From an optimization exercise on the open Yosys and OpenROAD flow, aimed at small area, a short achievable clock period and few clock cycles; shortcuts taken in it are not production practice. For this run, only the layout was checked, not whether the RTL still works. Power and IR drop assume default switching activity.

$ cat constraint.sdc
create_clock -name core_clock -period 10.0 [get_ports {clk}]
set_input_delay 2.0000 -clock core_clock [delete_from_list [all_inputs] [get_ports {clk}]]
set_output_delay 2.0000 -clock core_clock [all_outputs]
set_load 0.01 [all_outputs]
$ cat config.mk
export PLATFORM = sky130hd
export DESIGN_NAME = brainfuck
export DESIGN_NICKNAME = brainfuck
export VERILOG_FILES = /design/flow/design.v
export SDC_FILE = /design/flow/constraint.sdc
export NUM_CORES = 4
export LEC_CHECK = 0
export ABC_AREA = 1
export ABC_CLOCK_PERIOD_IN_PS = 3000
export CAP_MARGIN = 20
export CORE_MARGIN = 2
export CORE_UTILIZATION = 45
export PLACE_DENSITY = 0.6
export SETUP_SLACK_MARGIN = 5
export SLEW_MARGIN = 60
$ cat run.sh
#!/bin/bash
# synth_recipe.tcl (not shown) runs the flow's synth.tcl, then flattens the netlist and writes it again
# the make line also repeats each setting of config.mk as NAME=value (left out here)
make -C /OpenROAD-flow-scripts/flow DESIGN_CONFIG=/design/flow/config.mk WORK_HOME=/design/flow/orfs CLKGATE_MAP_FILE= SYNTH_SCRIPT=/design/flow/synth_recipe.tcl finish
$ cat design.v
module brainfuck(
  input clk,
  input rst,
  output [10:0] code_addr,
  input  [7:0]  code_data,
  output        out_valid,
  output [7:0]  out_data,
  input         out_ready,
  input         in_valid,
  input  [7:0]  in_data,
  output        in_ready,
  output        halted
);
localparam W = 4;    
localparam [3:0] OFF_MAX = W;
localparam [3:0] OFF_MIN = -W;
reg [10:0] pc;         
reg [10:0] pc_e;       
reg        v_e;        
reg        e_plus, e_minus, e_left, e_right, e_dot, e_comma, e_open, e_close, e_end;
reg        pred_e;     
reg        skip;       
reg [3:0]  depth;      
reg        f1;         
reg        clrp;       
reg        halt_r;
reg        ov;
reg [7:0]  od;
reg        rst_q;      
reg        rec_ok;
reg [3:0]  roff;                
reg [3:0]  dl [0:2*W];          
reg        rep;                 
reg [10:0] stk_n [0:15];
reg [9:0]  ctag [0:1];
reg [10:0] ctgt [0:1];
reg        cval [0:1];
reg        sidx;
reg [7:0]  c0;
reg [7:0]  tn [1:255];
wire d_plus  = code_data == 8'h2B;
wire d_minus = code_data == 8'h2D;
wire d_right = code_data == 8'h3E;
wire d_left  = code_data == 8'h3C;
wire d_dot   = code_data == 8'h2E;
wire d_comma = code_data == 8'h2C;
wire d_open  = code_data == 8'h5B;
wire d_close = code_data == 8'h5D;
wire d_end   = code_data == 8'hFF;
wire nz = |c0;
wire ex = v_e & ~skip & ~halt_r;
wire sk = v_e & skip;
wire [10:0] stk0 = ~stk_n[0];
wire [10:0] stk1 = ~stk_n[1];
wire hit = cval[pc_e[0]] && ctag[pc_e[0]] == pc_e[10:1];
wire out_busy  = ov & ~out_ready;
wire stall     = ex & ((e_dot & out_busy) | (e_comma & ~in_valid) | (e_end & out_busy));
wire halt_now  = ex & e_end & ~out_busy;
wire simple     = rec_ok & roff == 4'd0;
wire push       = ex & e_open & nz;
wire enter_skip = ex & e_open & ~nz & ~hit;
wire hit_jump   = ex & e_open & ~nz & hit;
wire c_clr      = ex & e_close & clrp;
wire c_fall     = ex & e_close & ~clrp & ~nz;
wire c_rep      = ex & e_close & ~clrp & nz & simple;
wire c_taken    = ex & e_close & ~clrp & nz & ~simple;
wire pop        = c_clr | c_fall | c_rep;
wire redir_top  = c_taken & ~pred_e;
wire redir_seq  = ((c_clr | c_fall) & pred_e) | c_rep;
wire redirect   = hit_jump | redir_top | redir_seq;
wire [10:0] rtarget = hit_jump ? ctgt[pc_e[0]] : redir_top ? stk0 : pc_e + 11'd1;
wire apply   = rep & nz;
wire dot_go  = ex & e_dot & ~out_busy;
wire in_take = ex & e_comma & in_valid;
wire mv_r    = ex & e_right;
wire mv_l    = ex & e_left;
reg [3:0] dl_here;
integer m;
always @* begin
  dl_here = 4'd0;
  for (m = 0; m <= 2*W; m = m + 1)
    if (roff == OFF_MIN + m) dl_here = dl[m];
end
wire pred_ok   = ~skip & ~enter_skip & ~(ex & (e_plus | e_minus) & f1);
wire pred      = d_close & pred_ok;
wire [10:0] top_after = push ? pc : pop ? stk1 : stk0;
wire frozen    = halt_r | halt_now;
wire adv       = ~stall & ~redirect & ~frozen & ~apply;
always @(posedge clk) begin
  rst_q <= rst;
  if (rst) begin
    pc <= 11'd0;
    v_e <= 1'b0;
    pred_e <= 1'b0;
    skip <= 1'b0;
    depth <= 4'd0;
    f1 <= 1'b0;
    clrp <= 1'b0;
    halt_r <= 1'b0;
    ov <= 1'b0;
    rep <= 1'b0;
    rec_ok <= 1'b0;
    cval[0] <= 1'b0;
    cval[1] <= 1'b0;
  end else begin
    if (redirect) begin
      pc <= rtarget;
      v_e <= 1'b0;
    end else if (adv) begin
      pc <= pred ? top_after : pc + 11'd1;
      pc_e <= pc;
      v_e <= 1'b1;
      pred_e <= pred;
      e_plus <= d_plus;   e_minus <= d_minus;
      e_left <= d_left;   e_right <= d_right;
      e_dot <= d_dot;     e_comma <= d_comma;
      e_open <= d_open;   e_close <= d_close;
      e_end <= d_end;
    end
    if (ex & ~stall) begin
      f1 <= push;
      clrp <= (e_plus | e_minus) & f1;
    end
    if (push) begin
      rec_ok <= 1'b1;
      roff <= 4'd0;
    end else if (ex & rec_ok) begin
      if (e_dot | e_comma | e_open | e_close) rec_ok <= 1'b0;
      if (e_right) begin
        if (roff == OFF_MAX) rec_ok <= 1'b0;
        else roff <= roff + 4'd1;
      end
      if (e_left) begin
        if (roff == OFF_MIN) rec_ok <= 1'b0;
        else roff <= roff - 4'd1;
      end
      if (e_plus & dl_here == 4'd7) rec_ok <= 1'b0;
      if (e_minus & dl_here == 4'd8) rec_ok <= 1'b0;
    end
    if (c_rep) rep <= 1'b1;
    else if (rep & ~nz) rep <= 1'b0;
    if (enter_skip) begin
      skip <= 1'b1;
      depth <= 4'd0;
      sidx <= pc_e[0];
      ctag[pc_e[0]] <= pc_e[10:1];
      cval[pc_e[0]] <= 1'b0;
    end else if (sk) begin
      if (e_open) depth <= depth + 4'd1;
      else if (e_close) begin
        if (depth == 4'd0) begin
          skip <= 1'b0;
          ctgt[sidx] <= pc;
          cval[sidx] <= 1'b1;
        end else depth <= depth - 4'd1;
      end
    end
    if (halt_now) halt_r <= 1'b1;
    if (dot_go) begin
      ov <= 1'b1;
      od <= c0;
    end else if (out_ready) ov <= 1'b0;
  end
end
genvar j;
generate for (j = 0; j <= 2*W; j = j + 1) begin : rd
  localparam [3:0] OFF = j - W;
  wire here = roff == OFF;
  always @(posedge clk) begin
    if (push) dl[j] <= 4'd0;
    else if (ex & rec_ok & here & e_plus) dl[j] <= dl[j] + 4'd1;
    else if (ex & rec_ok & here & e_minus) dl[j] <= dl[j] - 4'd1;
  end
end endgenerate
wire s_push = push;
wire s_pop  = pop;
wire s_hold = ~push & ~pop;
always @(posedge clk) begin
  stk_n[0] <= ~(({11{s_hold}} & ~stk_n[0]) | ({11{s_push}} & pc) | ({11{s_pop}} & ~stk_n[1]));
end
genvar q;
generate for (q = 1; q < 16; q = q + 1) begin : sk_e
  wire [10:0] below;
  if (q == 15) begin : b0
    assign below = 11'd0;
  end else begin : bk
    assign below = ~stk_n[q + 1];
  end
  always @(posedge clk)
    stk_n[q] <= ~(({11{s_hold}} & ~stk_n[q]) | ({11{s_push}} & ~stk_n[q - 1]) | ({11{s_pop}} & below));
end endgenerate
wire [7:0] c0_add = (ex & e_plus) ? 8'd1 :
                    (ex & e_minus) ? 8'hFF :
                    {{4{dl[W][3]}}, dl[W]};
wire [7:0] c0_sum = c0 + c0_add;
always @(posedge clk) begin
  if (rst_q) c0 <= 8'd0;
  else if (mv_r) c0 <= ~tn[1];
  else if (mv_l) c0 <= ~tn[255];
  else if ((ex & (e_plus | e_minus)) | apply) c0 <= c0_sum;
  else if (in_take) c0 <= in_data;
  else if (c_clr) c0 <= 8'd0;
end
wire [7:0] t_r = {8{~rst_q & mv_r}};
wire [7:0] t_l = {8{~rst_q & mv_l}};
wire [7:0] t_h = {8{~rst_q & ~mv_r & ~mv_l}};
wire [7:0] t_hw = {8{~rst_q & ~mv_r & ~mv_l & ~apply}};
wire [7:0] t_a = {8{~rst_q & apply}};
genvar n;
generate for (n = 1; n < 256; n = n + 1) begin : tc
  wire [7:0] v = ~tn[n];
  wire [7:0] rn, ln;
  if (n == 255) begin : r0
    assign rn = c0;
  end else begin : rk
    assign rn = ~tn[n + 1];
  end
  if (n == 1) begin : l0
    assign ln = c0;
  end else begin : lk
    assign ln = ~tn[n - 1];
  end
  if (n <= W || n >= 256 - W) begin : win
    localparam integer IDX = (n <= W) ? W + n : W + n - 256;
    wire [7:0] vs = v + {{4{dl[IDX][3]}}, dl[IDX]};
    always @(posedge clk)
      tn[n] <= ~((t_hw & v) | (t_r & rn) | (t_l & ln) | (t_a & vs));
  end else begin : far
    always @(posedge clk)
      tn[n] <= ~((t_h & v) | (t_r & rn) | (t_l & ln));
  end
end endgenerate
assign code_addr = pc;
assign out_valid = ov;
assign out_data  = od;
assign in_ready  = ex & e_comma;
assign halted    = halt_r;
endmodule
==> impl_results.md <==
- Outcome: timing/DRC/antenna clean
- Cell area after synthesis: 88830 um^2
- Synth Register Bits: 2363
- Die Height: ~450 um
- Global route total overflow: 0
- Final RePlAce weighted congestion: 0.8367
- Post-CTS setup buffers: 0
- Initial antenna violation count: 1
- Via count: between 70000 and 80000
- Hold slack: 452.6 ps
- Antenna-violating nets left: 0
- Final hold vios: 0
- CTS clock-pin slew for the worst setup and hold paths: 60 ps
- Number of synthesized flops with an enable pin: 77
- Crit path arrival time: around 2600 ps
- CTS tree: yes
- Hold-fix buffers, CTS: 0
- Most common cell on crit path: inv_2
- Post-Syn Instances: 10390
- Std-Cell Rows: 163
- Vias per cell: 5.742
- GRT Util Overall: 19.68%
- Post-CTS Resized: 0
- Total power: 24.44 mW
- Top layer in use: met4
- Most frequent cells after synthesis: dfxtp_1, o22ai_1, nor2_1
- Max_slew headroom: 60.87%
- First-pass GRT wire length: ~340 mm
- Sequential-to-total area share from yosys stat: 54.12%
- DP Area: 91550 um^2
- Pin count of the biggest net entering global routing: 146
- CTS Sinks: 2363
- Pwr Density: 245.4 nW/um^2
- Measured slew at the worst slew-check pin: 586.9 ps
- # IOs: 42
- Layout cells sized above 1: 5.442%
- Deepest clock path buffer count: 3
- Crit-path slowest cell: clkdlybuf4s50_1
- Skew final: roughly 37 ps
- Met2 wire len: approximately 97 mm
- RSZ-0062 raised after global routing: no
- Die area: around 200000 um^2
- Starting density of the core: 45.13%
- Unique cell type count in the Yosys netlist: 47
- Lkg Pwr: 38.98 nW
- Area contributors post-synth: dfxtp_1, o22ai_1, nor2_1, a21oi_1, inv_1
- Area delta synth->final: 12.08%
- Routed WL: a little over 200 mm
- Die width: 448.3 um
- Vias in the first global route: 70460
- Multi-input logic area: 33950 um^2
- Design Area, Final: around 100000 um^2
- Routed wl met3: 7.509 mm
- Pre-antenna DRT Iters: 5
- Crit end category: primary output
- Fillers: 18130
- Core area: roughly 200000 um^2
- Maximum vdd ir drop: 0.1901 mV
- Count leader, synth: dfxtp_1
- Synth top area share: between 50% and 60%
- Final period util: 45.88%
- Hold Crit Class: flop to flop
- Synth warn: 4
- Detailed Route Iter0 Violations: 5433
- CP max stage delay: 570 ps
- Most used DFF post-synth: dfxtp_1
- Async S/R FF share, synth: 0%
- DRT met1 WL: roughly 96 mm
- Final setup fails: 0
- Fin crit period: 4588 ps
- CP cell instances: inv_2, nor3_4, inv_2, nor2_1, clkdlybuf4s50_1
- Clock buffer count from CTS: ~230
- Setup TNS Final: 0 ps
- Clock latency (worst-skew pair): 870 ps
- H-tree levels: 4
- Peak Freq: 218.0 MHz
- Drt drc: 0
- Largest area contributor in the netlist: dfxtp_1
- Detail-routed net length per standard cell: 15.96 um
- Required @ worst endpoint: ~8000 ps
- Reg area: 48080 um^2
- CP Class: flop to primary output
- Max Cap Viol: 0
- Mean Syn Cell Area: 8.553 um^2
- Port Buffers: 41
- CP startpoint kind: flop
- Hpwl dp: roughly 110 mm
- Max-slew violation count: 0
- Nets: 10090
- Syn Nets: about 11000
- CTS root buf: clkbuf_16
- Crit path max fanout: 9
## worst paths after layout
check | start | end | slack, ps | depth (start not counted)
worst max-delay path | v_e | in_ready | 5410 | 5
worst min-delay path | stk_n[15][6] | stk_n[14][6] | 450 | 2
worst max register to register | halt_r | tn[202][6] | 5740 | 13
worst min register to register | stk_n[15][6] | stk_n[14][6] | 450 | 2
## critical path: cells and delay by family (launching register included)
kind,cells,cell delay [ps]
flip-flops,1,370
buffers and inverters,3,820
AND/OR/NAND/NOR,2,530
## cells in the final DEF, fill, tap and decap left out, types with 9 or more instances in the layout
master / n
o221ai_1: 10
buf_8: 22
o22ai_1: 2192
buf_4: 13
buf_6: 12
o211ai_1: 17
buf_16: 46
ha_1: 86
or2_2: 14
a31oi_1: 550
inv_2: 11
nor3_1: 20
clkbuf_8: 65
dfxtp_1: 2284
xnor2_1: 26
clkinv_2: 37
clkbuf_1: 62
fa_1: 19
clkbuf_16: 236
nor2_4: 11
o21ai_0: 120
a21oi_1: 946
nand2_1: 317
buf_12: 30
nand3_1: 92
nor2_1: 1704
xor2_1: 31
bufinv_16: 12
a221oi_1: 51
inv_1: 917
edfxtp_1: 77
clkdlybuf4s50_1: 41
a211oi_1: 9
nand4_1: 12
## final cells by class
cell class | instances | area share [%]
antenna | 1 | 0.002513
clock buffer | 359 | 7.009
clock inverter | 68 | 0.7955
inverter | 934 | 3.580
multi-input combinational | 6270 | 34.10
sequential | 2363 | 48.29
tap | 2640 | 3.318
timing repair buffer | 168 | 2.908
## per-stage QoR
step,cells,worst slack (ps),util [%]
finish,12800,5412,50.59
global route,12800,5290,50.59
CTS,12790,5386,50.47
detailed placement,12370,5553,46.52
global placement,12320,5335,45.70
floorplan,10390,5928,-
## kinds of logic after synthesis
| group | after synthesis | share of synthesized area (%) |
|---|---|---|
| buffers and inverters | 1753 | 7.780 |
| xor gates and xnor gates | 57 | 0.5620 |
| DFF | 2363 | 54.12 |
| AOI/OAI and AO/OA | 3910 | 26.26 |
| adders and majority gates | 105 | 1.640 |
| and+or+nand+nor | 2198 | 9.638 |
## power breakdown
group / switching (mW) / internal, mW
Combinational: 3.84 / 1.45
Sequential: 0.406 / 9.97
Clock: 3.68 / 5.10
## sequential cells by signal (all words and copies together) (netlist names), 4 cells and up, named ones only
register,cells
tn,2040
stk_n,176
dl,36
ctgt,22
ctag,20
pc,11
pc_e,11
c0,8
od,8
depth,4
roff,4
## per-layer routing
layer | global-route usage (%) | vias up
li1 | - | 36420
met1 | 26.15 | 35660
met2 | 33.66 | 1185
met3 | 2.650 | 260
met4 | 4.960 | 0
met5 | 0 | -

re-timing with driven ports:
No port has a modelled driver above. Below, the same layout with a new extraction and two added sets of constraints. Step 1, drivers: a clkbuf_16 drives clk and a buf_2 each remaining input, both assumed. Step 2 adds t to the input delays and takes it off the output delays; t is the mean of the earliest and latest rising clock arrival at the registers after step 1. Input paths then give back, and output paths get back, about the clock's delay inside the block. Three values: ideal ports, drivers, drivers and shift; two values: the first two.
t (ns): 0.930
setup slack, ns: 5.412 / 5.329 / 5.510
worst data-port slew with drivers (ns): 0.04
After both steps this run still meets setup and hold. For this run, drivers alone change the setup slack by -0.083 ns; drivers and shift together by +0.098 ns.
